This is an optimization exercise on Yosys and OpenROAD, whose aim is small area and a short achievable clock period, not a production implementation.
Function was checked by simulation only, so behaviour that the tests miss may differ from the original.

==> willow: inputs <==
==> flow/design.v (excerpt) <==
module fullchip (clk, mem_in, inst, reset, out);
parameter col = 8;
parameter bw = 8;
parameter bw_psum = 2*bw+4;
parameter pr = 8;
input  clk;
input  [pr*bw-1:0] mem_in;
input  [16:0] inst;
input  reset;
output [bw_psum*col-1:0] out;
core core_instance (
      .reset(reset),
      .clk(clk),
      .mem_in(mem_in),
      .inst(inst),
      .out(out)
);
endmodule
export LEC_CHECK = 0
export ABC_AREA = 1
export CAP_MARGIN = 20
export CORE_MARGIN = 2
export CORE_UTILIZATION = 60
export CTS_BUF_LIST = sky130_fd_sc_hd__clkbuf_8 sky130_fd_sc_hd__clkbuf_16
export CTS_CLUSTER_SIZE = 30
export PLACE_DENSITY = 0.72
export SLEW_MARGIN = 20
create_clock -name core_clock -period 12.0 [get_ports {clk}]
standard.sh (not shown) runs the stock make flow with config.mk's settings and CLKGATE_MAP_FILE= SYNTH_SCRIPT=/design/flow/synth_recipe.tcl, a recipe that flattens the netlist after the stock synthesis.
==> flow/flow/run.sh <==
#!/bin/bash
set -euo pipefail
sed '1s/-noshare/-noshare -noabc/' synth_recipe.tcl > my_synth.tcl
MARGIN=$(cat flow/margin.txt)
bash standard.sh SYNTH_SCRIPT=$PWD/my_synth.tcl SETUP_SLACK_MARGIN=$MARGIN finish > flow_make.log 2>&1
==> flow/flow/margin.txt <==
7.4
==> xenon: changes against willow <==
==> flow/flow/margin.txt (replaced) <==
7.2
- CORE_UTILIZATION: 60 -> 45
- CTS_BUF_LIST: sky130_fd_sc_hd__clkbuf_8 sky130_fd_sc_hd__clkbuf_16 -> default
- CTS_CLUSTER_SIZE: 30 -> default
- PLACE_DENSITY: 0.72 -> 0.6
==> summary of the runs <==
willow completed without violations. xenon completed with no timing, DRC or antenna violations. Of willow and xenon, willow has the higher fmax (gap 2.8%, measured against xenon). Of willow and xenon, willow has the higher register-to-register slack (gap 0.13 ns). Cell area is about the same in willow and xenon. Sequential share of layout area is about the same in xenon and willow. In willow the routed wire length is smaller than in xenon, by about 1.3%. Of willow and xenon, willow has the higher clock skew (gap 0.0052 ns). Against xenon, the via count of willow is larger by about 2.6%. Of xenon and willow, xenon has the higher cell count (gap about 6%, measured against willow). Between xenon and willow, the lower non-clock buffer count is in xenon (gap 282).
==> figures <==
item                                                              willow        xenon
Slew at the pin closest to its max-slew limit                    1.23 ns      1.31 ns
Number of setup buffers added after CTS                              275           95
Minimum clock period after layout                                4.69 ns      4.82 ns
WHS                                                             0.359 ns     0.377 ns
Max Freq                                                         213 MHz      207 MHz
DR vias                                                           210000       204000
Floorplan die area                                           0.532 sq mm  0.708 sq mm
Plain + repair buffers                                              1165          883
Number of diodes                                                      50           49
Non-clock buffer share of cell area                                3.04%        2.28%
Clock latency on the worst-skew pair                             1.15 ns      1.13 ns
Net count of the finished layout                                   32200        31900
Met2 usage                                                         58.2%        45.3%
Result of the run                               timing/DRC/antenna clean  timing/DRC/antenna clean
Final critical-path setup slack                                  7.31 ns      7.18 ns
Fraction of layout instances using a drive strength above 1        9.84%        7.92%
R2R Setup Slk                                                    7.31 ns      7.18 ns
Layout multi-input combinational cell count                        16900        16900


==> inputs of job 8211 <==
fullchip again, from the RTL that the note above started with.
Settings: LEC_CHECK=0, ABC_AREA=1, CAP_MARGIN=20, CORE_MARGIN=2, CORE_UTILIZATION=60, CTS_CLUSTER_SIZE=30, PLACE_DENSITY=0.72, SLEW_MARGIN=20, TNS_END_PERCENT=5; clock period 12.0 ns.
==> flow/flow/margin.txt <==
7.5
Scripts as last shown in full above: flow/flow/run.sh
==> job 3378 (differences from job 8211) <==
==> flow/flow/margin.txt (replaced) <==
7.4
--- a/flow/config.mk
+++ b/flow/config.mk
@@ -12,4 +12,3 @@
 export CTS_CLUSTER_SIZE = 30
 export PLACE_DENSITY = 0.72
 export SLEW_MARGIN = 20
-export TNS_END_PERCENT = 5
==> summary.txt <==
quantity	job 3378	job 8211
Result of the run	timing/DRC/antenna clean	timing/DRC/antenna clean
Post-placement setup slack	4.97 ns	4.96 ns
Post-layout worst setup margin	7.29 ns	7.13 ns
Worst setup EP type	flip-flop	output port
Maximum fanout along the worst path	11	1
Fraction of area in registers	44.4%	44.2%
Min Hold Slack	0.356 ns	0.351 ns
Area occupied by registers	0.157 sq mm	0.157 sq mm
WP data required	12.98 ns	9.60 ns
Global routing met1 resource utilization	53.0%	53.3%
Max Clock Freq	0.212 GHz	0.205 GHz
Final net count	32200	32200
Post-detail-place hpwl	767000 microns	776000 microns
Tightest slew margin relative to the limit	18.2%	11.5%
Fin area	0.355 sq mm	0.356 sq mm
Count of cells resized by post-cts repair	558	474
Post-Route Utilization	67.7%	67.9%
DRT Wirelength	1050000 microns	1060000 microns
Final worst path period share	39.3%	40.6%

==> re-timing with driven ports <==
Ports are ideal in the flow. The routed layouts listed here were re-timed in OpenROAD.
Step 1, drivers: a clkbuf_16 drives clk and a buf_2 each remaining input, both assumed.
Step 2 also shifts input and output timing later by t, the mid clock arrival at the registers, as if the neighbouring blocks saw the same clock.
Slacks: ideal ports / drivers / drivers and shift; pairs: ideal ports / drivers.
| run | shift t [ns] | setup slack, ns | latest minus earliest clock arrival (ns) | slew at the worst register clock pin (ns) | worst slew at a driven data input, ns |
|---|---|---|---|---|---|
| willow | 1.264 | 7.307 / 7.223 / 6.223 | 0.097 / 0.097 | 0.07 / 0.07 | 0.17 |
| xenon | 1.217 | 7.175 / 7.115 / 6.095 | 0.092 / 0.092 | 0.07 / 0.07 | 0.20 |
| job 8211 | 1.235 | 7.130 / 6.989 / 6.010 | 0.123 / 0.124 | 0.08 / 0.08 | 0.19 |
| job 3378 | 1.259 | 7.289 / 7.219 / 6.208 | 0.092 / 0.092 | 0.07 / 0.07 | 0.19 |
After both steps every run listed still meets setup and hold. For job 8211, which loses most, drivers alone change the setup slack by -0.141 ns; drivers and shift together by -1.120 ns.
